This design comes from an exercise in tuning for small area and a short achievable clock period on the open sky130 flow, not from production work. At most, simulation tests tie the RTL to the original design; equivalence was not proved. Function not checked in run 5: the RTL went through the layout flow alone. Power and IR drop assume default switching activity.

--- flow/flow/run.sh ---
#!/bin/bash
# Layout flow: the standard flow, with plain buffers on the ports and a clock
# tree of small buffers without dummy loads.
export BUFFER_PORTS_ARGS="-buffer_cell sky130_fd_sc_hd__buf_2"
export CTS_ARGS="-sink_clustering_enable -repair_clock_nets -dont_use_dummy_load -buf_list \"sky130_fd_sc_hd__clkbuf_4 sky130_fd_sc_hd__clkbuf_8\""
bash standard.sh > standard.log 2>&1
--- flow/standard.sh ---
#!/bin/bash
# synth_recipe.tcl (not shown) runs the flow's synth.tcl, then flattens the netlist and writes it again
# the make line also repeats each setting of config.mk as NAME=value (left out here)
make -C /OpenROAD-flow-scripts/flow DESIGN_CONFIG=/design/flow/config.mk WORK_HOME=/design/flow/orfs CLKGATE_MAP_FILE= SYNTH_SCRIPT=/design/flow/synth_recipe.tcl "${@:-finish}"
--- flow/config.mk ---
export PLATFORM = sky130hd
export DESIGN_NAME = axis_Gauss_1x5
export DESIGN_NICKNAME = axis_Gauss_1x5
export VERILOG_FILES = /design/flow/design.v
export SDC_FILE = /design/flow/constraint.sdc
export NUM_CORES = 4
export LEC_CHECK = 0
export CAP_MARGIN = 20
export CORE_MARGIN = 2
export CORE_UTILIZATION = 40
export SETUP_SLACK_MARGIN = 3
export SLEW_MARGIN = 20
export SYNTH_HIERARCHICAL = 1
export SYNTH_MINIMUM_KEEP_SIZE = 0
--- flow/constraint.sdc ---
create_clock -name core_clock -period 8.0 [get_ports {s_axis_aclk}]
set_input_delay 1.6000 -clock core_clock [delete_from_list [all_inputs] [get_ports {s_axis_aclk}]]
set_output_delay 1.6000 -clock core_clock [all_outputs]
set_load 0.01 [all_outputs]
--- flow/design.v ---
`timescale 1ns/1ns
module axis_Gauss_1x5 (
  input  logic       s_axis_aclk,
  input  logic       s_axis_arstn,
  input  logic [7:0] s_axis_tdata,
  input  logic       s_axis_tvalid,
  input  logic       s_axis_tlast,
  output logic [7:0] m_axis_tdata,
  output logic       m_axis_tvalid,
  output logic       m_axis_tlast
);
logic [7:0]  d1, d2, d3, d4;
logic        v1, v2, l1, l2;
logic [13:0] cnt;
logic [9:0] b;
always_ff @(posedge s_axis_aclk) begin
  d1 <= s_axis_tdata;
  d2 <= d1;
  d3 <= d2;
  d4 <= d3;
  v1 <= s_axis_tvalid;
  v2 <= v1;
  l1 <= s_axis_tlast;
  l2 <= l1;
  b <= bnext;
end
always_ff @(posedge s_axis_aclk) begin
  if (!s_axis_arstn || s_axis_tlast)
    cnt <= '0;
  else if (s_axis_tvalid)
    cnt <= cnt + 14'd1;
end
wire edge_pt = (cnt[13:1] == 13'd1);
wire [7:0] x0 = s_axis_tdata;
wire h1_s, h1_c;
gha h1 (.a(d1[0]), .b(d2[1]), .s(h1_s), .co(h1_c));
wire f2_s, f2_c;
gfa f2 (.a(d1[1]), .b(d2[2]), .c(h1_c), .s(f2_s), .co(f2_c));
wire f3_s, f3_c;
gfa f3 (.a(d1[2]), .b(d2[3]), .c(f2_c), .s(f3_s), .co(f3_c));
wire f4_s, f4_c;
gfa f4 (.a(d1[3]), .b(d2[4]), .c(x0[4]), .s(f4_s), .co(f4_c));
wire f5_s, f5_c;
gfa f5 (.a(d1[4]), .b(d2[5]), .c(x0[5]), .s(f5_s), .co(f5_c));
wire f6_s, f6_c;
gfa f6 (.a(d1[5]), .b(d2[6]), .c(x0[6]), .s(f6_s), .co(f6_c));
wire f7_s, f7_c;
gfa f7 (.a(d1[6]), .b(d2[7]), .c(x0[7]), .s(f7_s), .co(f7_c));
wire h8_s, h8_c;
gha h8 (.a(d2[0]), .b(x0[0]), .s(h8_s), .co(h8_c));
wire h9_s, h9_c;
gha h9 (.a(h1_s), .b(x0[1]), .s(h9_s), .co(h9_c));
wire h10_s, h10_c;
gha h10 (.a(f2_s), .b(x0[2]), .s(h10_s), .co(h10_c));
wire h11_s, h11_c;
gha h11 (.a(x0[3]), .b(f3_s), .s(h11_s), .co(h11_c));
wire h12_s, h12_c;
gha h12 (.a(f3_c), .b(f4_s), .s(h12_s), .co(h12_c));
wire h13_s, h13_c;
gha h13 (.a(f4_c), .b(f5_s), .s(h13_s), .co(h13_c));
wire h14_s, h14_c;
gha h14 (.a(f5_c), .b(f6_s), .s(h14_s), .co(h14_c));
wire h15_s, h15_c;
gha h15 (.a(f6_c), .b(f7_s), .s(h15_s), .co(h15_c));
wire h16_s, h16_c;
gha h16 (.a(d1[7]), .b(f7_c), .s(h16_s), .co(h16_c));
wire q17_x;
g_ao21 q17 (.a(h9_c), .b(h9_s), .c(h8_c), .x(q17_x));
wire q18_x;
g_and2 q18 (.a(h9_s), .b(h8_s), .x(q18_x));
wire q19_x;
g_ao21 q19 (.a(h11_c), .b(h11_s), .c(h10_c), .x(q19_x));
wire q20_x;
g_and2 q20 (.a(h11_s), .b(h10_s), .x(q20_x));
wire q21_x;
g_ao21 q21 (.a(h13_c), .b(h13_s), .c(h12_c), .x(q21_x));
wire q22_x;
g_and2 q22 (.a(h13_s), .b(h12_s), .x(q22_x));
wire q23_x;
g_ao21 q23 (.a(h15_c), .b(h15_s), .c(h14_c), .x(q23_x));
wire q24_x;
g_and2 q24 (.a(h15_s), .b(h14_s), .x(q24_x));
wire q25_x;
g_ao21 q25 (.a(h10_c), .b(h10_s), .c(q17_x), .x(q25_x));
wire q26_x;
g_and2 q26 (.a(h10_s), .b(q18_x), .x(q26_x));
wire q27_x;
g_ao21 q27 (.a(q19_x), .b(q20_x), .c(q17_x), .x(q27_x));
wire q28_x;
g_and2 q28 (.a(q20_x), .b(q18_x), .x(q28_x));
wire q29_x;
g_ao21 q29 (.a(h14_c), .b(h14_s), .c(q21_x), .x(q29_x));
wire q30_x;
g_and2 q30 (.a(h14_s), .b(q22_x), .x(q30_x));
wire q31_x;
g_ao21 q31 (.a(q23_x), .b(q24_x), .c(q21_x), .x(q31_x));
wire q32_x;
g_and2 q32 (.a(q24_x), .b(q22_x), .x(q32_x));
wire q33_x;
g_ao21 q33 (.a(h12_c), .b(h12_s), .c(q27_x), .x(q33_x));
wire q34_x;
g_and2 q34 (.a(h12_s), .b(q28_x), .x(q34_x));
wire q35_x;
g_ao21 q35 (.a(q21_x), .b(q22_x), .c(q27_x), .x(q35_x));
wire q36_x;
g_and2 q36 (.a(q22_x), .b(q28_x), .x(q36_x));
wire q37_x;
g_ao21 q37 (.a(q29_x), .b(q30_x), .c(q27_x), .x(q37_x));
wire q38_x;
g_and2 q38 (.a(q30_x), .b(q28_x), .x(q38_x));
wire q39_x;
g_ao21 q39 (.a(q31_x), .b(q32_x), .c(q27_x), .x(q39_x));
wire q40_x;
g_and2 q40 (.a(q32_x), .b(q28_x), .x(q40_x));
wire q41_x;
g_ao21 q41 (.a(h16_c), .b(h16_s), .c(q39_x), .x(q41_x));
wire q42_x;
g_and2 q42 (.a(h16_s), .b(q40_x), .x(q42_x));
wire q43_x;
g_xor2 q43 (.a(h9_s), .b(h8_c), .x(q43_x));
wire q44_x;
g_xor2 q44 (.a(h10_s), .b(q17_x), .x(q44_x));
wire q45_x;
g_xor2 q45 (.a(h11_s), .b(q25_x), .x(q45_x));
wire q46_x;
g_xor2 q46 (.a(h12_s), .b(q27_x), .x(q46_x));
wire q47_x;
g_xor2 q47 (.a(h13_s), .b(q33_x), .x(q47_x));
wire q48_x;
g_xor2 q48 (.a(h14_s), .b(q35_x), .x(q48_x));
wire q49_x;
g_xor2 q49 (.a(h15_s), .b(q37_x), .x(q49_x));
wire q50_x;
g_xor2 q50 (.a(h16_s), .b(q39_x), .x(q50_x));
wire q51_x;
g_xor2 q51 (.a(1'b0), .b(q41_x), .x(q51_x));
wire [9:0] bnext = {q51_x, q50_x, q49_x, q48_x, q47_x, q46_x, q45_x, q44_x, q43_x, h8_s};
wire h52_s, h52_c;
gha h52 (.a(d4[1]), .b(d2[0]), .s(h52_s), .co(h52_c));
wire f53_s, f53_c;
gfa f53 (.a(d4[2]), .b(d2[1]), .c(d2[0]), .s(f53_s), .co(f53_c));
wire i54 = ~d4[0];
wire f55_s, f55_c;
gfa f55 (.a(i54), .b(h52_c), .c(f53_s), .s(f55_s), .co(f55_c));
wire h56_s, h56_c;
gha h56 (.a(x0[2]), .b(f55_s), .s(h56_s), .co(h56_c));
wire i57 = ~d2[2];
wire f58_s, f58_c;
gfa f58 (.a(d4[3]), .b(d4[1]), .c(i57), .s(f58_s), .co(f58_c));
wire i59 = ~f58_s;
wire f60_s, f60_c;
gfa f60 (.a(d2[1]), .b(f53_c), .c(i59), .s(f60_s), .co(f60_c));
wire f61_s, f61_c;
gfa f61 (.a(f55_c), .b(x0[3]), .c(f60_s), .s(f61_s), .co(f61_c));
wire h62_s, h62_c;
gha h62 (.a(h56_c), .b(f61_s), .s(h62_s), .co(h62_c));
wire f63_s, f63_c;
gfa f63 (.a(b[0]), .b(d4[4]), .c(d2[3]), .s(f63_s), .co(f63_c));
wire i64 = ~d4[2];
wire f65_s, f65_c;
gfa f65 (.a(i64), .b(d2[2]), .c(d4[3]), .s(f65_s), .co(f65_c));
wire i66 = ~f58_c;
wire f67_s, f67_c;
gfa f67 (.a(i66), .b(f63_s), .c(f65_s), .s(f67_s), .co(f67_c));
wire f68_s, f68_c;
gfa f68 (.a(x0[4]), .b(f60_c), .c(f67_s), .s(f68_s), .co(f68_c));
wire i69 = ~x0[2];
wire f70_s, f70_c;
gfa f70 (.a(i69), .b(f61_c), .c(f68_s), .s(f70_s), .co(f70_c));
wire f71_s, f71_c;
gfa f71 (.a(b[1]), .b(d4[3]), .c(b[0]), .s(f71_s), .co(f71_c));
wire f72_s, f72_c;
gfa f72 (.a(d4[5]), .b(d4[0]), .c(d2[4]), .s(f72_s), .co(f72_c));
wire f73_s, f73_c;
gfa f73 (.a(d2[3]), .b(f63_c), .c(f65_c), .s(f73_s), .co(f73_c));
wire i74 = ~f71_s;
wire f75_s, f75_c;
gfa f75 (.a(i74), .b(f72_s), .c(x0[5]), .s(f75_s), .co(f75_c));
wire f76_s, f76_c;
gfa f76 (.a(x0[0]), .b(f73_s), .c(f67_c), .s(f76_s), .co(f76_c));
wire i77 = ~x0[3];
wire f78_s, f78_c;
gfa f78 (.a(i77), .b(f75_s), .c(f68_c), .s(f78_s), .co(f78_c));
wire h79_s, h79_c;
gha h79 (.a(f76_s), .b(f70_c), .s(h79_s), .co(h79_c));
wire f80_s, f80_c;
gfa f80 (.a(d4[6]), .b(d4[1]), .c(d2[5]), .s(f80_s), .co(f80_c));
wire i81 = ~d2[4];
wire f82_s, f82_c;
gfa f82 (.a(b[2]), .b(d4[4]), .c(i81), .s(f82_s), .co(f82_c));
wire i83 = ~f71_c;
wire f84_s, f84_c;
gfa f84 (.a(i83), .b(f72_c), .c(f80_s), .s(f84_s), .co(f84_c));
wire i85 = ~f82_s;
wire f86_s, f86_c;
gfa f86 (.a(i85), .b(f73_c), .c(x0[6]), .s(f86_s), .co(f86_c));
wire i87 = ~x0[4];
wire f88_s, f88_c;
gfa f88 (.a(i87), .b(x0[1]), .c(f84_s), .s(f88_s), .co(f88_c));
wire f89_s, f89_c;
gfa f89 (.a(f75_c), .b(f76_c), .c(f86_s), .s(f89_s), .co(f89_c));
wire f90_s, f90_c;
gfa f90 (.a(f88_s), .b(f78_c), .c(f89_s), .s(f90_s), .co(f90_c));
wire f91_s, f91_c;
gfa f91 (.a(d4[7]), .b(d4[2]), .c(d2[6]), .s(f91_s), .co(f91_c));
wire i92 = ~d2[5];
wire f93_s, f93_c;
gfa f93 (.a(b[3]), .b(d4[5]), .c(i92), .s(f93_s), .co(f93_c));
wire i94 = ~f82_c;
wire f95_s, f95_c;
gfa f95 (.a(f80_c), .b(i94), .c(f91_s), .s(f95_s), .co(f95_c));
wire i96 = ~f93_s;
wire f97_s, f97_c;
gfa f97 (.a(i96), .b(f84_c), .c(x0[7]), .s(f97_s), .co(f97_c));
wire i98 = ~x0[5];
wire f99_s, f99_c;
gfa f99 (.a(i98), .b(x0[2]), .c(f95_s), .s(f99_s), .co(f99_c));
wire f100_s, f100_c;
gfa f100 (.a(f86_c), .b(f88_c), .c(f97_s), .s(f100_s), .co(f100_c));
wire f101_s, f101_c;
gfa f101 (.a(f99_s), .b(f89_c), .c(f100_s), .s(f101_s), .co(f101_c));
wire f102_s, f102_c;
gfa f102 (.a(b[0]), .b(d4[3]), .c(d2[7]), .s(f102_s), .co(f102_c));
wire i103 = ~d2[6];
wire f104_s, f104_c;
gfa f104 (.a(b[4]), .b(d4[6]), .c(i103), .s(f104_s), .co(f104_c));
wire i105 = ~f93_c;
wire f106_s, f106_c;
gfa f106 (.a(f91_c), .b(i105), .c(f102_s), .s(f106_s), .co(f106_c));
wire i107 = ~f95_c;
wire f108_s, f108_c;
gfa f108 (.a(f104_s), .b(i107), .c(x0[6]), .s(f108_s), .co(f108_c));
wire f109_s, f109_c;
gfa f109 (.a(x0[3]), .b(f106_s), .c(f97_c), .s(f109_s), .co(f109_c));
wire i110 = ~f108_s;
wire f111_s, f111_c;
gfa f111 (.a(f99_c), .b(i110), .c(f100_c), .s(f111_s), .co(f111_c));
wire h112_s, h112_c;
gha h112 (.a(f109_s), .b(f101_c), .s(h112_s), .co(h112_c));
wire f113_s, f113_c;
gfa f113 (.a(b[1]), .b(d4[4]), .c(d2[7]), .s(f113_s), .co(f113_c));
wire i114 = ~f102_c;
wire f115_s, f115_c;
gfa f115 (.a(b[5]), .b(d4[7]), .c(i114), .s(f115_s), .co(f115_c));
wire i116 = ~f104_c;
wire f117_s, f117_c;
gfa f117 (.a(i116), .b(f113_s), .c(f106_c), .s(f117_s), .co(f117_c));
wire f118_s, f118_c;
gfa f118 (.a(x0[7]), .b(i87), .c(f115_s), .s(f118_s), .co(f118_c));
wire i119 = ~f117_s;
wire f120_s, f120_c;
gfa f120 (.a(f108_c), .b(i119), .c(f118_s), .s(f120_s), .co(f120_c));
wire i121 = ~f120_s;
wire f122_s, f122_c;
gfa f122 (.a(f109_c), .b(i121), .c(f111_c), .s(f122_s), .co(f122_c));
wire i123 = ~b[6];
wire f124_s, f124_c;
gfa f124 (.a(i123), .b(b[2]), .c(d4[5]), .s(f124_s), .co(f124_c));
wire i125 = ~f115_c;
wire f126_s, f126_c;
gfa f126 (.a(f113_c), .b(f124_s), .c(i125), .s(f126_s), .co(f126_c));
wire i127 = ~f118_c;
wire f128_s, f128_c;
gfa f128 (.a(x0[5]), .b(f117_c), .c(i127), .s(f128_s), .co(f128_c));
wire i129 = ~f120_c;
wire f130_s, f130_c;
gfa f130 (.a(f126_s), .b(i129), .c(f128_s), .s(f130_s), .co(f130_c));
wire f131_s, f131_c;
gfa f131 (.a(b[7]), .b(b[3]), .c(d4[6]), .s(f131_s), .co(f131_c));
wire f132_s, f132_c;
gfa f132 (.a(f124_c), .b(f131_s), .c(x0[6]), .s(f132_s), .co(f132_c));
wire f133_s, f133_c;
gfa f133 (.a(f126_c), .b(f132_s), .c(f128_c), .s(f133_s), .co(f133_c));
wire f134_s, f134_c;
gfa f134 (.a(b[8]), .b(b[4]), .c(d4[7]), .s(f134_s), .co(f134_c));
wire i135 = ~b[7];
wire f136_s, f136_c;
gfa f136 (.a(i135), .b(f131_c), .c(f134_s), .s(f136_s), .co(f136_c));
wire f137_s, f137_c;
gfa f137 (.a(x0[7]), .b(f136_s), .c(f132_c), .s(f137_s), .co(f137_c));
wire i138 = ~b[8];
wire f139_s, f139_c;
gfa f139 (.a(b[9]), .b(b[5]), .c(i138), .s(f139_s), .co(f139_c));
wire f140_s, f140_c;
gfa f140 (.a(f134_c), .b(f139_s), .c(f136_c), .s(f140_s), .co(f140_c));
wire i141 = ~b[9];
wire f142_s, f142_c;
gfa f142 (.a(b[6]), .b(i141), .c(f139_c), .s(f142_s), .co(f142_c));
wire i143 = ~x0[0];
wire i144 = ~x0[1];
wire h145_s, h145_c;
gha h145 (.a(d4[0]), .b(x0[0]), .s(h145_s), .co(h145_c));
wire h146_s, h146_c;
gha h146 (.a(h52_s), .b(x0[1]), .s(h146_s), .co(h146_c));
wire h147_s, h147_c;
gha h147 (.a(i143), .b(h56_s), .s(h147_s), .co(h147_c));
wire h148_s, h148_c;
gha h148 (.a(i144), .b(h62_s), .s(h148_s), .co(h148_c));
wire h149_s, h149_c;
gha h149 (.a(h62_c), .b(f70_s), .s(h149_s), .co(h149_c));
wire h150_s, h150_c;
gha h150 (.a(f78_s), .b(h79_s), .s(h150_s), .co(h150_c));
wire h151_s, h151_c;
gha h151 (.a(h79_c), .b(f90_s), .s(h151_s), .co(h151_c));
wire h152_s, h152_c;
gha h152 (.a(f90_c), .b(f101_s), .s(h152_s), .co(h152_c));
wire h153_s, h153_c;
gha h153 (.a(f111_s), .b(h112_s), .s(h153_s), .co(h153_c));
wire h154_s, h154_c;
gha h154 (.a(h112_c), .b(f122_s), .s(h154_s), .co(h154_c));
wire q155_x;
g_ao21 q155 (.a(h146_c), .b(h146_s), .c(h145_c), .x(q155_x));
wire q156_x;
g_and2 q156 (.a(h146_s), .b(h145_s), .x(q156_x));
wire q157_x;
g_ao21 q157 (.a(h148_c), .b(h148_s), .c(h147_c), .x(q157_x));
wire q158_x;
g_and2 q158 (.a(h148_s), .b(h147_s), .x(q158_x));
wire q159_x;
g_ao21 q159 (.a(h150_c), .b(h150_s), .c(h149_c), .x(q159_x));
wire q160_x;
g_and2 q160 (.a(h150_s), .b(h149_s), .x(q160_x));
wire q161_x;
g_ao21 q161 (.a(h152_c), .b(h152_s), .c(h151_c), .x(q161_x));
wire q162_x;
g_and2 q162 (.a(h152_s), .b(h151_s), .x(q162_x));
wire q163_x;
g_ao21 q163 (.a(h154_c), .b(h154_s), .c(h153_c), .x(q163_x));
wire q164_x;
g_and2 q164 (.a(h154_s), .b(h153_s), .x(q164_x));
wire q165_x;
g_ao21 q165 (.a(h147_c), .b(h147_s), .c(q155_x), .x(q165_x));
wire q166_x;
g_and2 q166 (.a(h147_s), .b(q156_x), .x(q166_x));
wire q167_x;
g_ao21 q167 (.a(q157_x), .b(q158_x), .c(q155_x), .x(q167_x));
wire q168_x;
g_and2 q168 (.a(q158_x), .b(q156_x), .x(q168_x));
wire q169_x;
g_ao21 q169 (.a(h151_c), .b(h151_s), .c(q159_x), .x(q169_x));
wire q170_x;
g_and2 q170 (.a(h151_s), .b(q160_x), .x(q170_x));
wire q171_x;
g_ao21 q171 (.a(q161_x), .b(q162_x), .c(q159_x), .x(q171_x));
wire q172_x;
g_and2 q172 (.a(q162_x), .b(q160_x), .x(q172_x));
wire q173_x;
g_ao21 q173 (.a(h149_c), .b(h149_s), .c(q167_x), .x(q173_x));
wire q174_x;
g_and2 q174 (.a(h149_s), .b(q168_x), .x(q174_x));
wire q175_x;
g_ao21 q175 (.a(q159_x), .b(q160_x), .c(q167_x), .x(q175_x));
wire q176_x;
g_and2 q176 (.a(q160_x), .b(q168_x), .x(q176_x));
wire q177_x;
g_ao21 q177 (.a(q169_x), .b(q170_x), .c(q167_x), .x(q177_x));
wire q178_x;
g_and2 q178 (.a(q170_x), .b(q168_x), .x(q178_x));
wire q179_x;
g_ao21 q179 (.a(q171_x), .b(q172_x), .c(q167_x), .x(q179_x));
wire q180_x;
g_and2 q180 (.a(q172_x), .b(q168_x), .x(q180_x));
wire q181_x;
g_ao21 q181 (.a(h153_c), .b(h153_s), .c(q179_x), .x(q181_x));
wire q182_x;
g_and2 q182 (.a(h153_s), .b(q180_x), .x(q182_x));
wire q183_x;
g_ao21 q183 (.a(q163_x), .b(q164_x), .c(q179_x), .x(q183_x));
wire q184_x;
g_and2 q184 (.a(q164_x), .b(q180_x), .x(q184_x));
wire [7:0] ua = {i141, i138, i135, f142_s, f140_s, f137_s, f130_c, f130_s};
wire [7:0] ub = {b[8], b[7], f142_c, f140_c, f137_c, f133_c, f133_s, f122_c};
wire uc = q183_x;
logic [7:0] oa, ob;
logic oc;
logic       ept;
always_ff @(posedge s_axis_aclk) begin
  oa <= ua;
  ob <= ub;
  oc <= uc;
  ept <= edge_pt;
  m_axis_tvalid <= v2;
  m_axis_tlast  <= l2 & ~edge_pt;
end
wire [7:0] fsum = {(oa[7] ^ ob[7]) ^ ((oa[6] & ob[6]) | (oa[6] ^ ob[6]) & (oa[5] & ob[5]) | (oa[6] ^ ob[6]) & (oa[5] ^ ob[5]) & (oa[4] & ob[4]) | (oa[6] ^ ob[6]) & (oa[5] ^ ob[5]) & (oa[4] ^ ob[4]) & (oa[3] & ob[3]) | (oa[6] ^ ob[6]) & (oa[5] ^ ob[5]) & (oa[4] ^ ob[4]) & (oa[3] ^ ob[3]) & (oa[2] & ob[2]) | (oa[6] ^ ob[6]) & (oa[5] ^ ob[5]) & (oa[4] ^ ob[4]) & (oa[3] ^ ob[3]) & (oa[2] ^ ob[2]) & (oa[1] & ob[1]) | (oa[6] ^ ob[6]) & (oa[5] ^ ob[5]) & (oa[4] ^ ob[4]) & (oa[3] ^ ob[3]) & (oa[2] ^ ob[2]) & (oa[1] ^ ob[1]) & (oa[0] & ob[0]) | (oa[6] ^ ob[6]) & (oa[5] ^ ob[5]) & (oa[4] ^ ob[4]) & (oa[3] ^ ob[3]) & (oa[2] ^ ob[2]) & (oa[1] ^ ob[1]) & (oa[0] ^ ob[0]) & oc), (oa[6] ^ ob[6]) ^ ((oa[5] & ob[5]) | (oa[5] ^ ob[5]) & (oa[4] & ob[4]) | (oa[5] ^ ob[5]) & (oa[4] ^ ob[4]) & (oa[3] & ob[3]) | (oa[5] ^ ob[5]) & (oa[4] ^ ob[4]) & (oa[3] ^ ob[3]) & (oa[2] & ob[2]) | (oa[5] ^ ob[5]) & (oa[4] ^ ob[4]) & (oa[3] ^ ob[3]) & (oa[2] ^ ob[2]) & (oa[1] & ob[1]) | (oa[5] ^ ob[5]) & (oa[4] ^ ob[4]) & (oa[3] ^ ob[3]) & (oa[2] ^ ob[2]) & (oa[1] ^ ob[1]) & (oa[0] & ob[0]) | (oa[5] ^ ob[5]) & (oa[4] ^ ob[4]) & (oa[3] ^ ob[3]) & (oa[2] ^ ob[2]) & (oa[1] ^ ob[1]) & (oa[0] ^ ob[0]) & oc), (oa[5] ^ ob[5]) ^ ((oa[4] & ob[4]) | (oa[4] ^ ob[4]) & (oa[3] & ob[3]) | (oa[4] ^ ob[4]) & (oa[3] ^ ob[3]) & (oa[2] & ob[2]) | (oa[4] ^ ob[4]) & (oa[3] ^ ob[3]) & (oa[2] ^ ob[2]) & (oa[1] & ob[1]) | (oa[4] ^ ob[4]) & (oa[3] ^ ob[3]) & (oa[2] ^ ob[2]) & (oa[1] ^ ob[1]) & (oa[0] & ob[0]) | (oa[4] ^ ob[4]) & (oa[3] ^ ob[3]) & (oa[2] ^ ob[2]) & (oa[1] ^ ob[1]) & (oa[0] ^ ob[0]) & oc), (oa[4] ^ ob[4]) ^ ((oa[3] & ob[3]) | (oa[3] ^ ob[3]) & (oa[2] & ob[2]) | (oa[3] ^ ob[3]) & (oa[2] ^ ob[2]) & (oa[1] & ob[1]) | (oa[3] ^ ob[3]) & (oa[2] ^ ob[2]) & (oa[1] ^ ob[1]) & (oa[0] & ob[0]) | (oa[3] ^ ob[3]) & (oa[2] ^ ob[2]) & (oa[1] ^ ob[1]) & (oa[0] ^ ob[0]) & oc), (oa[3] ^ ob[3]) ^ ((oa[2] & ob[2]) | (oa[2] ^ ob[2]) & (oa[1] & ob[1]) | (oa[2] ^ ob[2]) & (oa[1] ^ ob[1]) & (oa[0] & ob[0]) | (oa[2] ^ ob[2]) & (oa[1] ^ ob[1]) & (oa[0] ^ ob[0]) & oc), (oa[2] ^ ob[2]) ^ ((oa[1] & ob[1]) | (oa[1] ^ ob[1]) & (oa[0] & ob[0]) | (oa[1] ^ ob[1]) & (oa[0] ^ ob[0]) & oc), (oa[1] ^ ob[1]) ^ ((oa[0] & ob[0]) | (oa[0] ^ ob[0]) & oc), (oa[0] ^ ob[0]) ^ oc};
assign m_axis_tdata = ept ? d3 : fsum;
endmodule
module g_and2 (
  input  logic a,
  input  logic b,
  output logic x
);
assign x = a & b;
endmodule
module g_xor2 (
  input  logic a,
  input  logic b,
  output logic x
);
assign x = a ^ b;
endmodule
module g_ao21 (
  input  logic a,
  input  logic b,
  input  logic c,
  output logic x
);
assign x = a | (b & c);
endmodule
module gha (
  input  logic a,
  input  logic b,
  output logic s,
  output logic co
);
assign s  = a ^ b;
assign co = a & b;
endmodule
module gfa (
  input  logic a,
  input  logic b,
  input  logic c,
  output logic s,
  output logic co
);
assign s  = a ^ b ^ c;
assign co = (a & b) | (a & c) | (b & c);
endmodule
==> results.json, run 1 <==
{
  "nets": 497,
  "antenna_found_initial": 0,
  "period_needed_ns": 3.991,
  "synth_top_family_by_area": "adder cells",
  "first_pass_iters": 4,
  "crit_family": "adder cells",
  "hold_violations": 0,
  "post-route-period-util_pct": 49.89,
  "postRouteWirelength_um": 7683,
  "start_kind": "primary input",
  "cellPowerDensity_nw_per_um2": 370.7,
  "worstHoldPathType": "register to register",
  "syn_nets": 469,
  "crit_chain": "buf_2, inv_1, fa_1, fa_1, fa_1, fa_1, ha_1, a21o_1, a21o_1",
  "cts_root_buf": "clkbuf_8",
  "syn_area_per_cell_um2": 12.06,
  "maxCapViolCount": 0,
  "muxShareOfSynthArea_pct": 0.2292,
  "postCtsHoldBufs": 0,
  "synthXorXnorAreaFrac_pct": 4.814,
  "overflow": 0,
  "drc": 0,
  "pre_cts_ws_ns": 3.663,
  "die_h_um": 108.5,
  "hpwlAfterDp_um": 6381,
  "synthTopCellsByArea": "dfxtp_1, fa_1, ha_1",
  "cp_slowest_cell": "fa_1",
  "leakage_nw": 2.173,
  "vias_per_cell": 4.744,
  "place_inst": 519,
  "syn_area_um2": 4367,
  "cts_tree": "built",
  "synth.top_cell.area_share_pct": 36.68,
  "dieArea_um2": 11770,
  "most-common-layout-cells": "dfxtp_1, fa_1, inv_1",
  "synth_top_cell_by_area": "dfxtp_1",
  "gp_congestion": 0.8563,
  "critical_path_class": "primary input to register",
  "h-tree-depth": 3,
  "synth_edf_count": 0,
  "worst_skew_pair.late_latency_ns": 0.35,
  "drive_gt1_share_pct": 8.763,
  "post_cts_buffers": 0,
  "grt_pass1_wl_um": 13370,
  "ctsResizeCount": 0,
  "critPathBufInv": 2,
  "synth-seq-area-share_pct": 36.68,
  "synth_compound_area_share_pct": 7.650,
  "fillerInstances": 1041,
  "grt_max_degree": 18,
  "crit_arrival_ns": 4.23,
  "required_ns": 8.23,
  "synth_seq_cells": 80,
  "relSlewSlack_pct": 64.41,
  "synthAdderAreaFrac_pct": 37.88,
  "gr-usage-all-layers_pct": 15.15,
  "postRouteAntennaNets": 0,
  "worstMarginPinSlew_ns": 0.5339,
  "clock_path_buffers": 2,
  "synthFlopType": "dfxtp_1",
  "area.growth.synth_to_final_pct": 8.883,
  "port_buffers": 21,
  "path_common_cell": "fa_1",
  "synthCells": 362,
  "yosys.area_share.simple_pct": 8.940,
  "finalWorstSetupSlack_ns": 4.009,
  "path_clk_slew_ns": 0.09,
  "initial_core_util_pct": 40.64,
  "yosysWarnings": 7,
  "stdcell_count": 528,
  "die_w_um": 108.5,
  "run_status": "finished clean",
  "rsz0062_at_grt": "false",
  "cpPeakStageDelay_ns": 0.45,
  "grt_pass1_vias": 2831,
  "hold_slack_ns": 0.3341,
  "core.rowCount": 38,
  "setup_tns_ns": 0,
  "ios": 22,
  "via_count": 2505,
  "cts_buffers": 9,
  "cp-end-kind": "register",
  "clock-sinks": 80,
  "ys_types": 41,
  "fin_worst_skew_ns": 0.03166,
  "ir_worst_vdd_mv": 0.1771,
  "cp_max_fo": 4,
  "setup_violations": 0,
  "n_antenna_cell": 0,
  "synthArstFlopShare_pct": 0,
  "slew_viol_final": 0,
  "drt-initial-drc-count": 55,
  "wl_per_cell_um": 14.55,
  "final_common_cell": "dfxtp_1",
  "core_area_um2": 10750,
  "fmax_ghz": 0.2506
}
==> logic make-up (layout without fill, tap and decap cells) <==
logic type               after synthesis  in the layout
flip-flops                            80             80
buffers and inverters                 43             69
other                                  1              1
XOR/XNOR                              24             24
AO/OA/AOI/OAI                         46             46
adder cells (fa/ha/maj)               95             95
multiplexers                           1              1
AND/OR/NAND/NOR                       72             72
==> worst reg2reg max path: cells and delay by family (launching register included) <==
family          cells  cell delay (ns)
flops               1             0.45
buf+inv             1             0.10
fa+ha+maj           7             2.94
compound gates      2             0.32
==> final timing paths <==
path	from	endpoint	slack [ns]	cells past startpoint
worst max register to register	d4[2]	oc	4.09	10
worst min-delay path	l1	l2	0.33	0
worst min register to register	l1	l2	0.33	0
worst max-delay path	s_axis_tdata[4]	oc	4.01	9
==> state kept, by name (all words and copies together) (netlist names) <==
signal and cells:
ob 8, m_axis_tlast 1, oa 8, v2 1
d4 8, l1 1, d3 8, cnt 14
b 10, d2 8, oc 1, l2 1
v1 1, ept 1, m_axis_tvalid 1, d1 8
==> modules after synthesis (local to each module, per instance) <==
| module | times used | area [µm²] | flops+latches |
|---|---|---|---|
| gha | 25 | 12.51 | 0 |
| g_and2 | 10 | 6.256 | 0 |
| axis_Gauss_1x5 | 1 | 2526 | 80 |
| g_ao21 | 22 | 7.507 | 0 |
| g_xor2 | 9 | 8.758 | 0 |
| gfa | 61 | 20.02 | 0 |
==> routing by layer <==
metal	global-route usage, %	share of wire [%]	wire, µm	up-vias
li1	-	-	-	1240
met1	18.22	44	3363	1227
met2	26.65	52	3967	25
met3	2.773	2.1	163	13
met4	6.227	2.5	189	0
met5	0	0	0	-
==> per-stage QoR <==
step | util (%) | instance area, µm² | total power [mW]
after global placement | 43.10 | 4631 | 1.543
after floorplan | - | 4367 | 1.296
after detailed placement | 43.10 | 4631 | 1.575
after global routing | 44.25 | 4755 | 1.990
final | 44.25 | 4755 | 1.763
after CTS | 44.25 | 4755 | 1.804
==> final cells by class <==
class                           count  area, µm²  share of cell area [%]
Clock buffer                        9      123.9                   2.605
Inverter                           39      146.4                   3.079
Multi-Input combinational cell    239       2603                   54.74
Sequential cell                    80       1602                   33.68
Tap cell                          140      175.2                   3.684
Timing Repair Buffer               21      105.1                   2.211
==> synthesized netlist by cell type, types with 2 or more instances <==
library cell,number
dfxtp_1,80
fa_1,62
inv_1,39
ha_1,33
a21o_1,23
xor2_1,17
nor2_1,16
nand2_1,12
and2_1,11
xnor2_1,7
nand3_1,6
nand4_1,6
o21ai_0,5
a21oi_1,4
nor4_1,4
clkbuf_1,3
nor3_1,3
o31ai_1,3
a22o_1,2
and3_1,2
and4_1,2
nor3b_1,2
or4_1,2
==> power breakdown <==
| group | total [mW] | internal (mW) | switching (mW) |
|---|---|---|---|
| Combinational | 1.00 | 0.495 | 0.507 |
| Sequential | 0.538 | 0.483 | 0.0550 |
| Clock | 0.223 | 0.100 | 0.122 |
==> run 2, diff against run 1 <==
--- a/flow/config.mk
+++ b/flow/config.mk
@@ -7,8 +7,8 @@
 export LEC_CHECK = 0
 export CAP_MARGIN = 20
 export CORE_MARGIN = 2
-export CORE_UTILIZATION = 40
-export SETUP_SLACK_MARGIN = 3
+export CORE_UTILIZATION = 60
+export SETUP_SLACK_MARGIN = 5
 export SLEW_MARGIN = 20
 export SYNTH_HIERARCHICAL = 1
 export SYNTH_MINIMUM_KEEP_SIZE = 0
==> results.json, run 2 <==
{
  "wl_met3_um": 382,
  "clock_path_buffers": 2,
  "synthArstFlopShare_pct": 0,
  "initial_core_util_pct": 61.19,
  "rsz0062_at_grt": "true",
  "ir_worst_vdd_mv": 0.1546,
  "syn_area_um2": 4367,
  "syn_nets": 469,
  "run_status": "finished clean",
  "slew_viol_final": 0,
  "fmax_ghz": 0.2596,
  "most-common-layout-cells": "dfxtp_1, fa_1, inv_1",
  "setup_violations": 0,
  "yosysWarnings": 7,
  "die_w_um": 89.31,
  "clock-sinks": 80,
  "cts_tree": "built",
  "postRouteAntennaNets": 0,
  "core.rowCount": 31,
  "gp_congestion": 0.8100,
  "grt_pass1_vias": 2670,
  "hpwlAfterDp_um": 6454,
  "die_h_um": 89.31,
  "multiInputGateArea_um2": 2828,
  "synth_edf_count": 0,
  "synthTopCellsByArea": "dfxtp_1, fa_1, ha_1",
  "wl_met2_um": 3695,
  "sw_frac_of_total_pct": 38.44,
  "sequentialPowerShare_pct": 27.1,
  "final_common_cell": "dfxtp_1",
  "setup_tns_ns": 0,
  "finalWorstSetupSlack_ns": 4.147,
  "maxCapViolCount": 0,
  "leakage_nw": 2.274,
  "vias_per_cell": 5.311,
  "period_needed_ns": 3.853,
  "cts_buffers": 9,
  "p_total_mw": 2.060,
  "post-route-period-util_pct": 48.16,
  "met1_length_um": 3958,
  "grt_max_degree": 18,
  "n_antenna_cell": 0,
  "fillerInstances": 545,
  "overflow": 0,
  "ys_types": 41,
  "hold_violations": 0,
  "port_buffers": 21,
  "critical_path_class": "primary input to register",
  "postRouteWirelength_um": 8144,
  "cp-end-kind": "register",
  "synthMostInstantiatedCell": "dfxtp_1",
  "power_frac_clock_pct": 10.8,
  "nets": 509,
  "drc": 0,
  "first_pass_iters": 5,
  "relSlewSlack_pct": 63.93,
  "cts_root_buf": "clkbuf_8",
  "crit_arrival_ns": 4.08,
  "grt_pass1_wl_um": 13090,
  "cellPowerDensity_nw_per_um2": 403.1,
  "core_area_um2": 7137,
  "maxUsedRoutingLayer": "met4",
  "synth.top_cell.area_share_pct": 36.68,
  "synth_top_cell_by_area": "dfxtp_1",
  "wl_per_cell_um": 16.32,
  "synth-seq-area-share_pct": 36.68,
  "power_frac_comb_pct": 62.0,
  "largest_reg_flops": 14,
  "worstHoldPathType": "register to register",
  "drive_gt1_share_pct": 25.00,
  "cp_max_fo": 5,
  "p_sw_mw": 0.7917,
  "top_regs": "cnt (14), b (10)",
  "fin_worst_skew_ns": 0.03312,
  "syn_area_per_cell_um2": 12.06,
  "path_clk_slew_ns": 0.09,
  "synthFlopType": "dfxtp_1",
  "worstMarginPinSlew_ns": 0.5411,
  "ios": 22,
  "seqCellArea_um2": 1627,
  "antenna_found_initial": 0,
  "worst_skew_pair.late_latency_ns": 0.35,
  "area.growth.synth_to_final_pct": 17.02,
  "synth_seq_cells": 80,
  "p_int_mw": 1.268,
  "via_count": 2650,
  "pre_cts_ws_ns": 3.749,
  "h-tree-depth": 3,
  "dieArea_um2": 7976,
  "drt-initial-drc-count": 120,
  "gr-usage-all-layers_pct": 22.70,
  "required_ns": 8.23,
  "synthCells": 362,
  "start_kind": "primary input",
  "largest_register": "cnt",
  "synthTopCellsByCount": "dfxtp_1, fa_1, inv_1, ha_1, a21o_1",
  "hold_slack_ns": 0.3179
}
## run 2: cell types whose count changed in the layout (fill, tap and decap cells not counted), moves of 3 or more
cell / delta
buf_2: -5
buf_4: +9
buf_6: +5
dfxtp_1: -16
dfxtp_2: +14
fa_1: -11
fa_2: +11
ha_1: -8
ha_4: +8
inv_1: -5
inv_2: +4
o21ai_0: -3
## run 2: Yosys stat by module (local to each module, per instance)
module / flops+latches / times used / area [µm²]
axis_Gauss_1x5: 80 / 1 / 2526
gfa: 0 / 61 / 20.02
gha: 0 / 25 / 12.51
g_xor2: 0 / 9 / 8.758
g_ao21: 0 / 22 / 7.507
g_and2: 0 / 10 / 6.256
## run 2: worst paths after layout
| path | from | endpoint | slack [ns] | cells past startpoint |
|---|---|---|---|---|
| max | s_axis_tdata[6] | oc | 4.15 | 9 |
| min | l1 | l2 | 0.32 | 0 |
| max reg2reg | d4[1] | oc | 4.21 | 10 |
| min reg2reg | l1 | l2 | 0.32 | 0 |
## run 2: cells by family (layout without fill, tap and decap cells)
group	count (synthesis)	count (layout)	share of synthesized area, %
xor+xnor	24	24	4.814
buf+inv	43	81	3.725
other cells	1	1	0.08588
mux	1	1	0.2292
compound gates	46	46	7.651
fa+ha+maj	95	95	37.88
simple gates	72	72	8.940
flops	80	80	36.68
## run 2: area by class of cell
cell class | instances | area share (%)
clock buffers | 9 | 2.424
multi-input cells | 239 | 55.34
well taps | 99 | 2.424
repair buffers | 33 | 5.069
flip-flops and latches | 80 | 31.83
inverters | 39 | 2.914
## run 2: power by group through the flow
stage	logic [mW]	clock network, mW	registers (mW)
final	1.28	0.223	0.559
after global routing	1.45	0.245	0.569
after CTS	1.21	0.230	0.558
after detailed placement	1.11	0	0.558
after global placement	1.07	0	0.558
after floorplan	0.845	0	0.539
## run 2: metrics by stage
stage / instances / utilization, % / instance area [µm²]
after global routing: 499 / 71.60 / 5110
after CTS: 492 / 69.86 / 4986
final: 499 / 71.60 / 5110
after global placement: 478 / 66.04 / 4713
after detailed placement: 478 / 66.04 / 4713
after floorplan: 362 / - / 4501
## run 2: worst max-delay path, stage by stage
cell	delay (ns)
buf_4	0.16
fa_2	0.54
fa_1	0.43
fa_1	0.44
ha_1	0.29
and2_4	0.16
and2_1	0.14
a21o_1	0.17
a21o_1	0.14
## run 2: per-layer routing
layer / GRT usage [%] / up-vias
met3: 4.709 / 10
met4: 7.327 / 0
li1: - / 1266
met5: 0 / -
met1: 33.13 / 1324
met2: 34.34 / 50
## run 2: repair_timing
item,CTS,global route
pin swaps,11,22
setup buffers,5,7
resized for setup,29,31
endpoints found under the setup margin,13,13
hold buffers,0,0
==> run 3, diff against run 2 <==
--- a/flow/config.mk
+++ b/flow/config.mk
@@ -7,7 +7,7 @@
 export LEC_CHECK = 0
 export CAP_MARGIN = 20
 export CORE_MARGIN = 2
-export CORE_UTILIZATION = 60
+export CORE_UTILIZATION = 40
 export SETUP_SLACK_MARGIN = 5
 export SLEW_MARGIN = 20
 export SYNTH_HIERARCHICAL = 1
==> results.json, run 3 <==
{
  "synthArstFlopShare_pct": 0,
  "cp-end-kind": "register",
  "power_frac_clock_pct": 10.9,
  "fin_worst_skew_ns": 0.02187,
  "syn_area_per_cell_um2": 12.06,
  "ir_worst_vdd_mv": 0.2152,
  "worst_skew_pair.late_latency_ns": 0.35,
  "synthAdderAreaFrac_pct": 37.88,
  "port_buffers": 21,
  "syn_nets": 469,
  "final_common_cell": "dfxtp_1",
  "post-route-period-util_pct": 47.40,
  "seqCellArea_um2": 1623,
  "setup_tns_ns": 0,
  "die_w_um": 108.5,
  "overflow": 0,
  "synthTopCellsByArea": "dfxtp_1, fa_1, ha_1",
  "worstHoldPathType": "register to register",
  "rsz0062_at_grt": "true",
  "core_area_um2": 10750,
  "start_kind": "primary input",
  "dieArea_um2": 11770,
  "via_count": 2608,
  "design_area_um2": 5157,
  "gr-usage-all-layers_pct": 16.07,
  "clock-sinks": 80,
  "grt_max_degree": 18,
  "hpwlAfterDp_um": 6612,
  "ios": 22,
  "postRouteAntennaNets": 0,
  "r2r_cells": 11,
  "drc": 0,
  "synthFlopType": "dfxtp_1",
  "hold_slack_ns": 0.3277,
  "core.rowCount": 38,
  "critical_path_class": "primary input to register",
  "leakage_nw": 2.263,
  "largest_reg_flops": 14,
  "antenna_found_initial": 0,
  "synth_compound_area_share_pct": 7.650,
  "yosys.area_share.simple_pct": 8.940,
  "synthCells": 362,
  "path_clk_slew_ns": 0.06,
  "synth.top_cell.area_share_pct": 36.68,
  "yosysWarnings": 7,
  "relSlewSlack_pct": 56.18,
  "grt_pass1_wl_um": 13860,
  "nets": 507,
  "multiInputGateArea_um2": 2856,
  "period_needed_ns": 3.792,
  "cp_max_fo": 4,
  "n_antenna_cell": 0,
  "dpl_cell_area_um2": 4765,
  "top_regs": "cnt (14), b (10)",
  "synth_top_cell_by_area": "dfxtp_1",
  "largest_register": "cnt",
  "synth-seq-area-share_pct": 36.68,
  "synthXorXnorAreaFrac_pct": 4.814,
  "area.growth.synth_to_final_pct": 18.11,
  "place_inst": 519,
  "grt_pass1_vias": 2830,
  "sequentialPowerShare_pct": 26.9,
  "synth_seq_cells": 80,
  "stdcell_count": 538,
  "wl_per_cell_um": 15.17,
  "cts_buffers": 9,
  "syn_area_um2": 4367,
  "vias_per_cell": 4.848,
  "drive_gt1_share_pct": 24.12,
  "crit_arrival_ns": 4.02,
  "maxCapViolCount": 0,
  "cts_root_buf": "clkbuf_8",
  "slew_viol_final": 0,
  "hold_path_depth": 0,
  "cts_tree": "built",
  "synth_top_family_by_area": "adder cells",
  "gp_congestion": 0.8080,
  "setup_violations": 0,
  "synthTopCellsByCount": "dfxtp_1, fa_1, inv_1, ha_1, a21o_1",
  "run_status": "finished clean",
  "synthMostInstantiatedCell": "dfxtp_1",
  "postCtsHoldBufs": 0,
  "hold_violations": 0,
  "ys_types": 41,
  "h-tree-depth": 3,
  "clock_path_buffers": 2,
  "power_frac_comb_pct": 62.2,
  "most-common-layout-cells": "dfxtp_1, fa_1, inv_1",
  "postRouteWirelength_um": 8164,
  "required_ns": 8.23,
  "worstMarginPinSlew_ns": 0.6565,
  "fin_util_pct": 48.00,
  "fmax_ghz": 0.2637,
  "first_pass_iters": 4,
  "drt-initial-drc-count": 84,
  "fillerInstances": 1008,
  "p_int_mw": 1.261,
  "sw_frac_of_total_pct": 38.85,
  "die_h_um": 108.5,
  "synth_edf_count": 0,
  "muxShareOfSynthArea_pct": 0.2292,
  "cellPowerDensity_nw_per_um2": 399.7,
  "p_sw_mw": 0.8010,
  "initial_core_util_pct": 40.64
}
==> run 3: worst max-delay path, cell delays in order <==
cell and delay (ns):
buf_4 0.13, inv_2 0.07, fa_2 0.37, fa_2 0.54, fa_1 0.45, ha_4 0.24
and2_1 0.16, and2_1 0.15, a21o_1 0.17, a21o_1 0.15
==> run 3: final cells by class <==
class | instances | share of cell area [%]
Multi-Input combinational cell | 239 | 55.39
Sequential cell | 80 | 31.47
Timing Repair Buffer | 31 | 4.512
Tap cell | 140 | 3.396
Inverter | 39 | 2.838
Clock buffer | 9 | 2.402
==> run 3: metal layers <==
layer	share of wire, %	routed length (µm)	vias up	track usage, %
met5	0	0	-	0
met2	50	4065	28	26.56
li1	-	-	1262	-
met3	2.7	224	9	4.400
met4	1.6	129	0	5.586
met1	46	3745	1309	20.30
==> run 3: stage by stage <==
step / power (mW) / worst slack, ns
CTS: 2.029 / 4.184
global placement: 1.643 / 3.791
finish: 2.062 / 4.208
global route: 2.290 / 4.109
detailed placement: 1.673 / 3.777
floorplan: 1.384 / 4.050
==> run 3: Yosys stat by module (local to each module, per instance) <==
| module | flops+latches | cells |
|---|---|---|
| axis_Gauss_1x5 | 80 | 235 |
| gfa | 0 | 1 |
| gha | 0 | 1 |
| g_xor2 | 0 | 1 |
| g_ao21 | 0 | 1 |
| g_and2 | 0 | 1 |
==> run 3: power by group through the flow <==
stage | Combinational (mW) | Clock, mW | Sequential (mW)
floorplan | 0.845 | 0 | 0.539
global route | 1.47 | 0.253 | 0.567
global placement | 1.08 | 0 | 0.559
finish | 1.28 | 0.225 | 0.555
CTS | 1.23 | 0.236 | 0.558
detailed placement | 1.11 | 0 | 0.559
==> run 3: timing repair <==
action,CTS,global route
buffers inserted,4,6
endpoints found under the setup margin,12,13
pin swaps,12,15
resized for setup,28,25
==> run 3: worst paths after layout <==
check        slack [ns]       startpoint            end
max reg2reg        4.25            d4[2]             oc
min reg2reg        0.33               v2  m_axis_tvalid
max                4.21  s_axis_tdata[4]             oc
min                0.33               v2  m_axis_tvalid
==> run 3: cell families after synthesis <==
kind of cell | after synthesis
DFF | 80
AOI/OAI and AO/OA | 46
and+or+nand+nor | 72
buffers and inverters | 43
other | 1
muxes | 1
adders and majority gates | 95
xor gates and xnor gates | 24
==> run 4, diff against run 3 <==
==> flow/flow/run.sh (replaced) <==
#!/bin/bash
# Layout flow: the standard flow, with plain buffers on the ports and a clock
# tree of small buffers without dummy loads.
export BUFFER_PORTS_ARGS="-buffer_cell sky130_fd_sc_hd__buf_2"
export CTS_ARGS="-sink_clustering_enable -repair_clock_nets -dont_use_dummy_load -sink_clustering_size 30 -buf_list \"sky130_fd_sc_hd__clkbuf_4 sky130_fd_sc_hd__clkbuf_8\""
bash standard.sh > standard.log 2>&1
==> results.json, run 4 <==
{
  "worst_skew_pair.late_latency_ns": 0.35,
  "r2r_start": "d4[2]",
  "synthTopCellsByCount": "dfxtp_1, fa_1, inv_1, ha_1, a21o_1",
  "h-tree-depth": 3,
  "muxShareOfSynthArea_pct": 0.2292,
  "rrSetupSlack_ns": 4.25,
  "period_needed_ns": 3.792,
  "hold_violations": 0,
  "die_w_um": 108.5,
  "top_regs": "cnt (14), b (10)",
  "relSlewSlack_pct": 56.18,
  "vias_per_cell": 4.848,
  "path_depth": 10,
  "ys_types": 41,
  "fin_worst_skew_ns": 0.02187,
  "overflow": 0,
  "fillerInstances": 1008,
  "drt-initial-drc-count": 84,
  "rr_endpoint": "oc",
  "yosysWarnings": 7,
  "postRouteWirelength_um": 8164,
  "synthAdderAreaFrac_pct": 37.88,
  "most-common-layout-cells": "dfxtp_1, fa_1, inv_1",
  "synth.top_cell.area_share_pct": 36.68,
  "antenna_found_initial": 0,
  "via_count": 2608,
  "crit_chain": "buf_4, inv_2, fa_2, fa_2, fa_1, ha_4, and2_1, and2_1, a21o_1, a21o_1",
  "cts_buffers": 9,
  "area.growth.synth_to_final_pct": 18.11,
  "cp_slowest_cell": "fa_2",
  "grt_pass1_wl_um": 13860,
  "worstMarginPinSlew_ns": 0.6565,
  "whs_endpoint": "m_axis_tvalid",
  "r2r_cells": 11,
  "grt_max_degree": 18,
  "largest_reg_flops": 14,
  "postCtsHoldBufs": 0,
  "required_ns": 8.23,
  "cpPeakStageDelay_ns": 0.54,
  "synthTopCellsByArea": "dfxtp_1, fa_1, ha_1",
  "crit_family": "adder cells",
  "start_kind": "primary input",
  "wl_per_cell_um": 15.17,
  "port_buffers": 21,
  "ios": 22,
  "rsz0062_at_grt": "true",
  "dieArea_um2": 11770,
  "largest_register": "cnt",
  "grt_util_met1_pct": 20.30,
  "gr-max-usage-layer": "met2",
  "grt_pass1_vias": 2830,
  "setup_violations": 0,
  "synthArstFlopShare_pct": 0,
  "path_clk_slew_ns": 0.06,
  "postRouteAntennaNets": 0,
  "startpoint": "s_axis_tdata[4]",
  "cts_tree": "built",
  "cp-end-kind": "register",
  "hold_slack_ns": 0.3277,
  "syn_nets": 469,
  "run_status": "finished clean",
  "clock_path_buffers": 2,
  "synthCells": 362,
  "gp_congestion": 0.8080,
  "initial_core_util_pct": 40.64,
  "synth_edf_count": 0,
  "core.rowCount": 38,
  "synth_top_family_by_area": "adder cells",
  "synthFlopType": "dfxtp_1",
  "grt_use_met3_pct": 4.400,
  "critPathBufInv": 2,
  "synth_seq_cells": 80,
  "critical_path_class": "primary input to register",
  "slew_viol_final": 0,
  "drive_gt1_share_pct": 24.12,
  "yosys.area_share.simple_pct": 8.940,
  "n_antenna_cell": 0,
  "clock-sinks": 80,
  "gr-usage-all-layers_pct": 16.07,
  "post-route-period-util_pct": 47.40,
  "nets": 507,
  "p_total_mw": 2.062,
  "synth_top_cell_by_area": "dfxtp_1",
  "drc": 0,
  "synth_compound_area_share_pct": 7.650,
  "cts_root_buf": "clkbuf_8",
  "fmax_ghz": 0.2637,
  "maxCapViolCount": 0,
  "grt.met2_usage_pct": 26.56,
  "leakage_nw": 2.263,
  "hold_path_depth": 0,
  "syn_area_um2": 4367,
  "cp_max_fo": 4,
  "ir_worst_vdd_mv": 0.2152,
  "final_common_cell": "dfxtp_1",
  "cellPowerDensity_nw_per_um2": 399.7,
  "synthXorXnorAreaFrac_pct": 4.814,
  "setup_tns_ns": 0,
  "synth-seq-area-share_pct": 36.68,
  "worstHoldPathType": "register to register",
  "syn_area_per_cell_um2": 12.06,
  "hpwlAfterDp_um": 6612,
  "core_area_um2": 10750,
  "crit_arrival_ns": 4.02,
  "first_pass_iters": 4,
  "die_h_um": 108.5,
  "synthMostInstantiatedCell": "dfxtp_1",
  "hold_start": "v2"
}
==> run 4: layer usage <==
metal | share of wire, % | vias to the layer above
met3 | 2.7 | 9
met4 | 1.6 | 0
met2 | 50 | 28
li1 | - | 1262
met5 | 0 | -
met1 | 46 | 1309
==> run 4: where the power goes <==
| group | total [mW] | switching [mW] | internal [mW] | leakage, nW |
|---|---|---|---|---|
| clock network | 0.225 | 0.125 | 0.101 | 0.0647 |
| registers | 0.555 | 0.0670 | 0.488 | 0.670 |
| logic | 1.28 | 0.609 | 0.672 | 1.53 |
==> run 4: cell families (layout without fill, tap and decap cells) <==
logic type	Yosys count	count (layout)
other cells	1	1
compound gates	46	46
mux	1	1
flops	80	80
fa+ha+maj	95	95
buf+inv	43	79
xor+xnor	24	24
simple gates	72	72
==> run 4: worst register-to-register path: stages, from the launching register on <==
cell	delay (ns)
dfxtp_4	0.38
inv_1	0.07
fa_1	0.44
fa_1	0.43
fa_2	0.56
fa_1	0.43
fa_1	0.46
ha_1	0.27
and2_1	0.14
and2_1	0.15
a21o_1	0.17
a21o_1	0.15
==> run 4: worst max path at each step <==
stage	end	slack (ns)
after global routing	oc	4.11
after CTS	oc	4.18
final	oc	4.21
after global placement	oc	3.79
after floorplan	oc	4.05
after detailed placement	oc	3.78
==> run 4: layout make-up <==
type	count	area, µm²	share of cell area (%)
Clock buffer	9	123.9	2.402
Inverter	39	146.4	2.838
Multi-Input combinational cell	239	2856	55.39
Sequential cell	80	1623	31.47
Tap cell	140	175.2	3.396
Timing Repair Buffer	31	232.7	4.512
==> run 4: modules after synthesis, one instance, submodules excluded <==
module | flops+latches | area (µm²) | copies in the design
axis_Gauss_1x5 | 80 | 2526 | 1
g_and2 | 0 | 6.256 | 10
g_ao21 | 0 | 7.507 | 22
g_xor2 | 0 | 8.758 | 9
gfa | 0 | 20.02 | 61
gha | 0 | 12.51 | 25
==> run 4: timing repair <==
action                                 in CTS  in global routing
resized for setup                          28                 25
buffers inserted                            4                  6
setup endpoints to repair                  12                 13
pin swaps                                  12                 15
endpoints found under the hold margin       0                  0
==> run 4: through the flow <==
step                      std cells  worst slack (ns)  cell area (µm²)  utilization, %
final                           538             4.208             5157           48.00
after detailed placement        519             3.777             4765           44.34
after global routing            538             4.109             5157           48.00
after floorplan                 362             4.050             4501               -
after CTS                       532             4.184             5039           46.89
after global placement          519             3.791             4765           44.34
==> run 5, diff against run 4 <==
--- a/flow/design.v
+++ b/flow/design.v
@@ -368,9 +368,31 @@
 g_ao21 q183 (.a(q163_x), .b(q164_x), .c(q179_x), .x(q183_x));
 wire q184_x;
 g_and2 q184 (.a(q164_x), .b(q180_x), .x(q184_x));
+wire q185_x;
+g_ao21 q185 (.a(h146_c), .b(h146_s), .c(h145_c), .x(q185_x));
+wire q186_x;
+g_ao21 q186 (.a(h147_c), .b(h147_s), .c(q185_x), .x(q186_x));
+wire q187_x;
+g_ao21 q187 (.a(h148_c), .b(h148_s), .c(q186_x), .x(q187_x));
+wire q188_x;
+g_ao21 q188 (.a(h149_c), .b(h149_s), .c(q187_x), .x(q188_x));
+wire q189_x;
+g_ao21 q189 (.a(h150_c), .b(h150_s), .c(q188_x), .x(q189_x));
+wire q190_x;
+g_ao21 q190 (.a(h152_c), .b(h152_s), .c(h151_c), .x(q190_x));
+wire q191_x;
+g_and2 q191 (.a(h152_s), .b(h151_s), .x(q191_x));
+wire q192_x;
+g_ao21 q192 (.a(q190_x), .b(q191_x), .c(q189_x), .x(q192_x));
+wire q193_x;
+g_ao21 q193 (.a(h154_c), .b(h154_s), .c(h153_c), .x(q193_x));
+wire q194_x;
+g_and2 q194 (.a(h154_s), .b(h153_s), .x(q194_x));
+wire q195_x;
+g_ao21 q195 (.a(q193_x), .b(q194_x), .c(q192_x), .x(q195_x));
 wire [7:0] ua = {i141, i138, i135, f142_s, f140_s, f137_s, f130_c, f130_s};
 wire [7:0] ub = {b[8], b[7], f142_c, f140_c, f137_c, f133_c, f133_s, f122_c};
-wire uc = q183_x;
+wire uc = q195_x;
 logic [7:0] oa, ob;
 logic oc;
 logic       ept;
@@ -385,6 +407,21 @@
 wire [7:0] fsum = {(oa[7] ^ ob[7]) ^ ((oa[6] & ob[6]) | (oa[6] ^ ob[6]) & (oa[5] & ob[5]) | (oa[6] ^ ob[6]) & (oa[5] ^ ob[5]) & (oa[4] & ob[4]) | (oa[6] ^ ob[6]) & (oa[5] ^ ob[5]) & (oa[4] ^ ob[4]) & (oa[3] & ob[3]) | (oa[6] ^ ob[6]) & (oa[5] ^ ob[5]) & (oa[4] ^ ob[4]) & (oa[3] ^ ob[3]) & (oa[2] & ob[2]) | (oa[6] ^ ob[6]) & (oa[5] ^ ob[5]) & (oa[4] ^ ob[4]) & (oa[3] ^ ob[3]) & (oa[2] ^ ob[2]) & (oa[1] & ob[1]) | (oa[6] ^ ob[6]) & (oa[5] ^ ob[5]) & (oa[4] ^ ob[4]) & (oa[3] ^ ob[3]) & (oa[2] ^ ob[2]) & (oa[1] ^ ob[1]) & (oa[0] & ob[0]) | (oa[6] ^ ob[6]) & (oa[5] ^ ob[5]) & (oa[4] ^ ob[4]) & (oa[3] ^ ob[3]) & (oa[2] ^ ob[2]) & (oa[1] ^ ob[1]) & (oa[0] ^ ob[0]) & oc), (oa[6] ^ ob[6]) ^ ((oa[5] & ob[5]) | (oa[5] ^ ob[5]) & (oa[4] & ob[4]) | (oa[5] ^ ob[5]) & (oa[4] ^ ob[4]) & (oa[3] & ob[3]) | (oa[5] ^ ob[5]) & (oa[4] ^ ob[4]) & (oa[3] ^ ob[3]) & (oa[2] & ob[2]) | (oa[5] ^ ob[5]) & (oa[4] ^ ob[4]) & (oa[3] ^ ob[3]) & (oa[2] ^ ob[2]) & (oa[1] & ob[1]) | (oa[5] ^ ob[5]) & (oa[4] ^ ob[4]) & (oa[3] ^ ob[3]) & (oa[2] ^ ob[2]) & (oa[1] ^ ob[1]) & (oa[0] & ob[0]) | (oa[5] ^ ob[5]) & (oa[4] ^ ob[4]) & (oa[3] ^ ob[3]) & (oa[2] ^ ob[2]) & (oa[1] ^ ob[1]) & (oa[0] ^ ob[0]) & oc), (oa[5] ^ ob[5]) ^ ((oa[4] & ob[4]) | (oa[4] ^ ob[4]) & (oa[3] & ob[3]) | (oa[4] ^ ob[4]) & (oa[3] ^ ob[3]) & (oa[2] & ob[2]) | (oa[4] ^ ob[4]) & (oa[3] ^ ob[3]) & (oa[2] ^ ob[2]) & (oa[1] & ob[1]) | (oa[4] ^ ob[4]) & (oa[3] ^ ob[3]) & (oa[2] ^ ob[2]) & (oa[1] ^ ob[1]) & (oa[0] & ob[0]) | (oa[4] ^ ob[4]) & (oa[3] ^ ob[3]) & (oa[2] ^ ob[2]) & (oa[1] ^ ob[1]) & (oa[0] ^ ob[0]) & oc), (oa[4] ^ ob[4]) ^ ((oa[3] & ob[3]) | (oa[3] ^ ob[3]) & (oa[2] & ob[2]) | (oa[3] ^ ob[3]) & (oa[2] ^ ob[2]) & (oa[1] & ob[1]) | (oa[3] ^ ob[3]) & (oa[2] ^ ob[2]) & (oa[1] ^ ob[1]) & (oa[0] & ob[0]) | (oa[3] ^ ob[3]) & (oa[2] ^ ob[2]) & (oa[1] ^ ob[1]) & (oa[0] ^ ob[0]) & oc), (oa[3] ^ ob[3]) ^ ((oa[2] & ob[2]) | (oa[2] ^ ob[2]) & (oa[1] & ob[1]) | (oa[2] ^ ob[2]) & (oa[1] ^ ob[1]) & (oa[0] & ob[0]) | (oa[2] ^ ob[2]) & (oa[1] ^ ob[1]) & (oa[0] ^ ob[0]) & oc), (oa[2] ^ ob[2]) ^ ((oa[1] & ob[1]) | (oa[1] ^ ob[1]) & (oa[0] & ob[0]) | (oa[1] ^ ob[1]) & (oa[0] ^ ob[0]) & oc), (oa[1] ^ ob[1]) ^ ((oa[0] & ob[0]) | (oa[0] ^ ob[0]) & oc), (oa[0] ^ ob[0]) ^ oc};
 assign m_axis_tdata = ept ? d3 : fsum;
 endmodule
+module g_maj3 (
+  input  logic a,
+  input  logic b,
+  input  logic c,
+  output logic x
+);
+assign x = (a & b) | (a & c) | (b & c);
+endmodule
+module g_or2 (
+  input  logic a,
+  input  logic b,
+  output logic x
+);
+assign x = a | b;
+endmodule
 module g_and2 (
   input  logic a,
   input  logic b,
==> flow/flow/run.sh (replaced) <==
#!/bin/bash
# Layout flow: the standard flow, with plain buffers on the ports and a clock
# tree of small buffers without dummy loads.
export BUFFER_PORTS_ARGS="-buffer_cell sky130_fd_sc_hd__buf_2"
export CTS_ARGS="-sink_clustering_enable -repair_clock_nets -dont_use_dummy_load -buf_list \"sky130_fd_sc_hd__clkbuf_4 sky130_fd_sc_hd__clkbuf_8\""
bash standard.sh > standard.log 2>&1
--- a/flow/config.mk
+++ b/flow/config.mk
@@ -8,7 +8,7 @@
 export CAP_MARGIN = 20
 export CORE_MARGIN = 2
 export CORE_UTILIZATION = 40
-export SETUP_SLACK_MARGIN = 5
+export SETUP_SLACK_MARGIN = 4.3
 export SLEW_MARGIN = 20
 export SYNTH_HIERARCHICAL = 1
 export SYNTH_MINIMUM_KEEP_SIZE = 0
==> results.json, run 5 <==
{
  "fin_worst_skew_ns": 0.02696,
  "gp_congestion": 0.8381,
  "yosysWarnings": 7,
  "nets": 498,
  "hold_slack_ns": 0.3307,
  "cts_root_buf": "clkbuf_8",
  "final_common_cell": "dfxtp_1",
  "dieArea_um2": 11720,
  "p_total_mw": 1.887,
  "cts_buffers": 9,
  "cellPowerDensity_nw_per_um2": 386.1,
  "overflow": 0,
  "crit_family": "adder cells",
  "vias_per_cell": 4.803,
  "crit_arrival_ns": 3.97,
  "finalWorstSetupSlack_ns": 4.259,
  "synthTopCellsByCount": "dfxtp_1, fa_1, inv_1, ha_1, a21o_1",
  "area.growth.synth_to_final_pct": 12.40,
  "start_kind": "primary input",
  "synth_top_cell_by_area": "dfxtp_1",
  "rsz0062_at_grt": "true",
  "synth_seq_cells": 80,
  "cts_tree": "built",
  "relSlewSlack_pct": 63.11,
  "first_pass_iters": 4,
  "leakage_nw": 2.192,
  "fillerInstances": 1017,
  "n_antenna_cell": 0,
  "worst_skew_pair.late_latency_ns": 0.35,
  "synth.top_cell.area_share_pct": 36.83,
  "maxCapViolCount": 0,
  "clock-sinks": 80,
  "period_needed_ns": 3.741,
  "synth_edf_count": 0,
  "critical_path_class": "primary input to register",
  "core.rowCount": 38,
  "drive_gt1_share_pct": 15.94,
  "clock_path_buffers": 2,
  "grt_max_degree": 18,
  "postCtsHoldBufs": 0,
  "cp-end-kind": "register",
  "setup_tns_ns": 0,
  "syn_area_per_cell_um2": 12.11,
  "worstMarginPinSlew_ns": 0.5526,
  "synthArstFlopShare_pct": 0,
  "synthCells": 359,
  "syn_area_um2": 4348,
  "grt_pass1_wl_um": 13190,
  "antenna_found_initial": 0,
  "synth-seq-area-share_pct": 36.83,
  "drc": 0,
  "hold_violations": 0,
  "cp_max_fo": 5,
  "largest_reg_flops": 14,
  "drt-initial-drc-count": 64,
  "most-common-layout-cells": "dfxtp_1, fa_1, inv_1",
  "largest_register": "cnt",
  "via_count": 2541,
  "worstHoldPathType": "register to register",
  "syn_nets": 466,
  "synthTopCellsByArea": "dfxtp_1, fa_1, ha_1",
  "top_regs": "cnt (14), b (10)",
  "die_h_um": 108.3,
  "die_w_um": 108.3,
  "initial_core_util_pct": 40.46,
  "wl_per_cell_um": 14.93,
  "port_buffers": 21,
  "run_status": "finished clean",
  "ios": 22,
  "ir_worst_vdd_mv": 0.2546,
  "cpPeakStageDelay_ns": 0.54,
  "crit_chain": "buf_2, fa_2, fa_2, fa_1, ha_1, and2_1, a21o_1, a21o_1",
  "fmax_ghz": 0.2673,
  "gr-usage-all-layers_pct": 15.15,
  "path_clk_slew_ns": 0.07,
  "pre_cts_ws_ns": 3.840,
  "required_ns": 8.23,
  "cp_slowest_cell": "fa_2",
  "grt_pass1_vias": 2710,
  "slew_viol_final": 0,
  "postRouteAntennaNets": 0,
  "h-tree-depth": 3,
  "setup_violations": 0,
  "critPathBufInv": 1,
  "hpwlAfterDp_um": 6421,
  "synthFlopType": "dfxtp_1",
  "postRouteWirelength_um": 7896,
  "fin_util_pct": 45.48,
  "post-route-period-util_pct": 46.77,
  "ys_types": 41,
  "synthMostInstantiatedCell": "dfxtp_1",
  "core_area_um2": 10750
}
## run 5: changes by cell type after synthesis, sizes merged
cell / previous run / this run
and2: 11 / 8
## run 5: final timing paths
| check | start | to | slack (ns) | cells past startpoint |
|---|---|---|---|---|
| setup / recovery | s_axis_tdata[6] | oc | 4.26 | 8 |
| hold / removal | v1 | v2 | 0.33 | 0 |
| setup reg to reg | d4[2] | oc | 4.35 | 10 |
| hold reg to reg | v1 | v2 | 0.33 | 0 |
## run 5: timing repair
item                       CTS  global route
setup buffers                3             1
gates resized for setup     13            17
setup endpoints to repair    2             5
pin swaps                    5             4
## run 5: through the flow
| step | area (µm²) | std cells |
|---|---|---|
| 2_1_floorplan | 4355 | 359 |
| 4_1_cts | 4811 | 528 |
| 5_1_grt | 4887 | 529 |
| 3_3_place_gp | 4619 | 516 |
| 6_report | 4887 | 529 |
| 3_5_place_dp | 4619 | 516 |
## run 5: layout make-up
type / count / area (µm²) / share of cell area [%]
clock buffers: 9 / 123.9 / 2.535
repair buffers: 25 / 158.9 / 3.251
multi-input cells: 236 / 2669 / 54.61
inverters: 39 / 146.4 / 2.995
flip-flops and latches: 80 / 1614 / 33.03
well taps: 140 / 175.2 / 3.584
## run 5: kinds of logic after synthesis
kind of cell             after synthesis  share of synthesized area [%]
other                                  1                        0.08625
adder cells (fa/ha/maj)               95                          38.04
flip-flops                            80                          36.83
AND/OR/NAND/NOR                       69                          8.547
buffers and inverters                 43                          3.741
multiplexers                           1                         0.2302
AO/OA/AOI/OAI                         46                          7.684
XOR/XNOR                              24                          4.834
## run 5: layer usage
metal | up-vias | track usage, % | wire length [µm]
met5 | - | 0 | 0
met4 | 0 | 5.220 | 208
met3 | 11 | 4.882 | 291
met2 | 44 | 26.19 | 3932
met1 | 1246 | 17.74 | 3463
li1 | 1240 | - | -
## run 5: per-module statistics from Yosys (local to each module, per instance)
module	flip-flops and latches	times used	cells inside	area, µm²
g_and2	0	7	1	6.256
axis_Gauss_1x5	80	1	235	2526
gfa	0	61	1	20.02
gha	0	25	1	12.51
g_ao21	0	22	1	7.507
g_xor2	0	9	1	8.758
## run 5: report_power, final
part           internal [mW]  switching (mW)  leakage, nW
clock network          0.101           0.121       0.0647
logic                  0.575           0.542         1.46
registers              0.485          0.0630        0.669

## afterwards: timing with drivers on the ports
No port has a modelled driver above. Below, the same layouts with a new extraction and two added sets of constraints.
Step 1, drivers: a clkbuf_16 drives s_axis_aclk and a buf_2 each remaining input, both assumed.
Step 2 adds t to the input delays and takes it off the output delays; t is the mean of the earliest and latest rising clock arrival at the registers after step 1. Input paths then give back, and output paths get back, about the clock's delay inside the block.
Three values: ideal ports, drivers, drivers and shift; two values: the first two.
run | t, ns | slack for setup (ns) | worst setup path after step 2 | worst register clock-pin slew, ns
run 1 | 0.368 | 4.009 / 4.002 / 3.634 | input to register | 0.09 / 0.09
run 2 | 0.367 | 4.147 / 4.142 / 3.775 | input to register | 0.09 / 0.09
run 3 | 0.375 | 4.208 / 4.192 / 3.817 | input to register | 0.08 / 0.08
run 4 | 0.375 | 4.208 / 4.192 / 3.817 | input to register | 0.08 / 0.08
run 5 | 0.370 | 4.259 / 4.256 / 3.886 | input to register | 0.09 / 0.09
After both steps setup and hold are still met in every run listed.
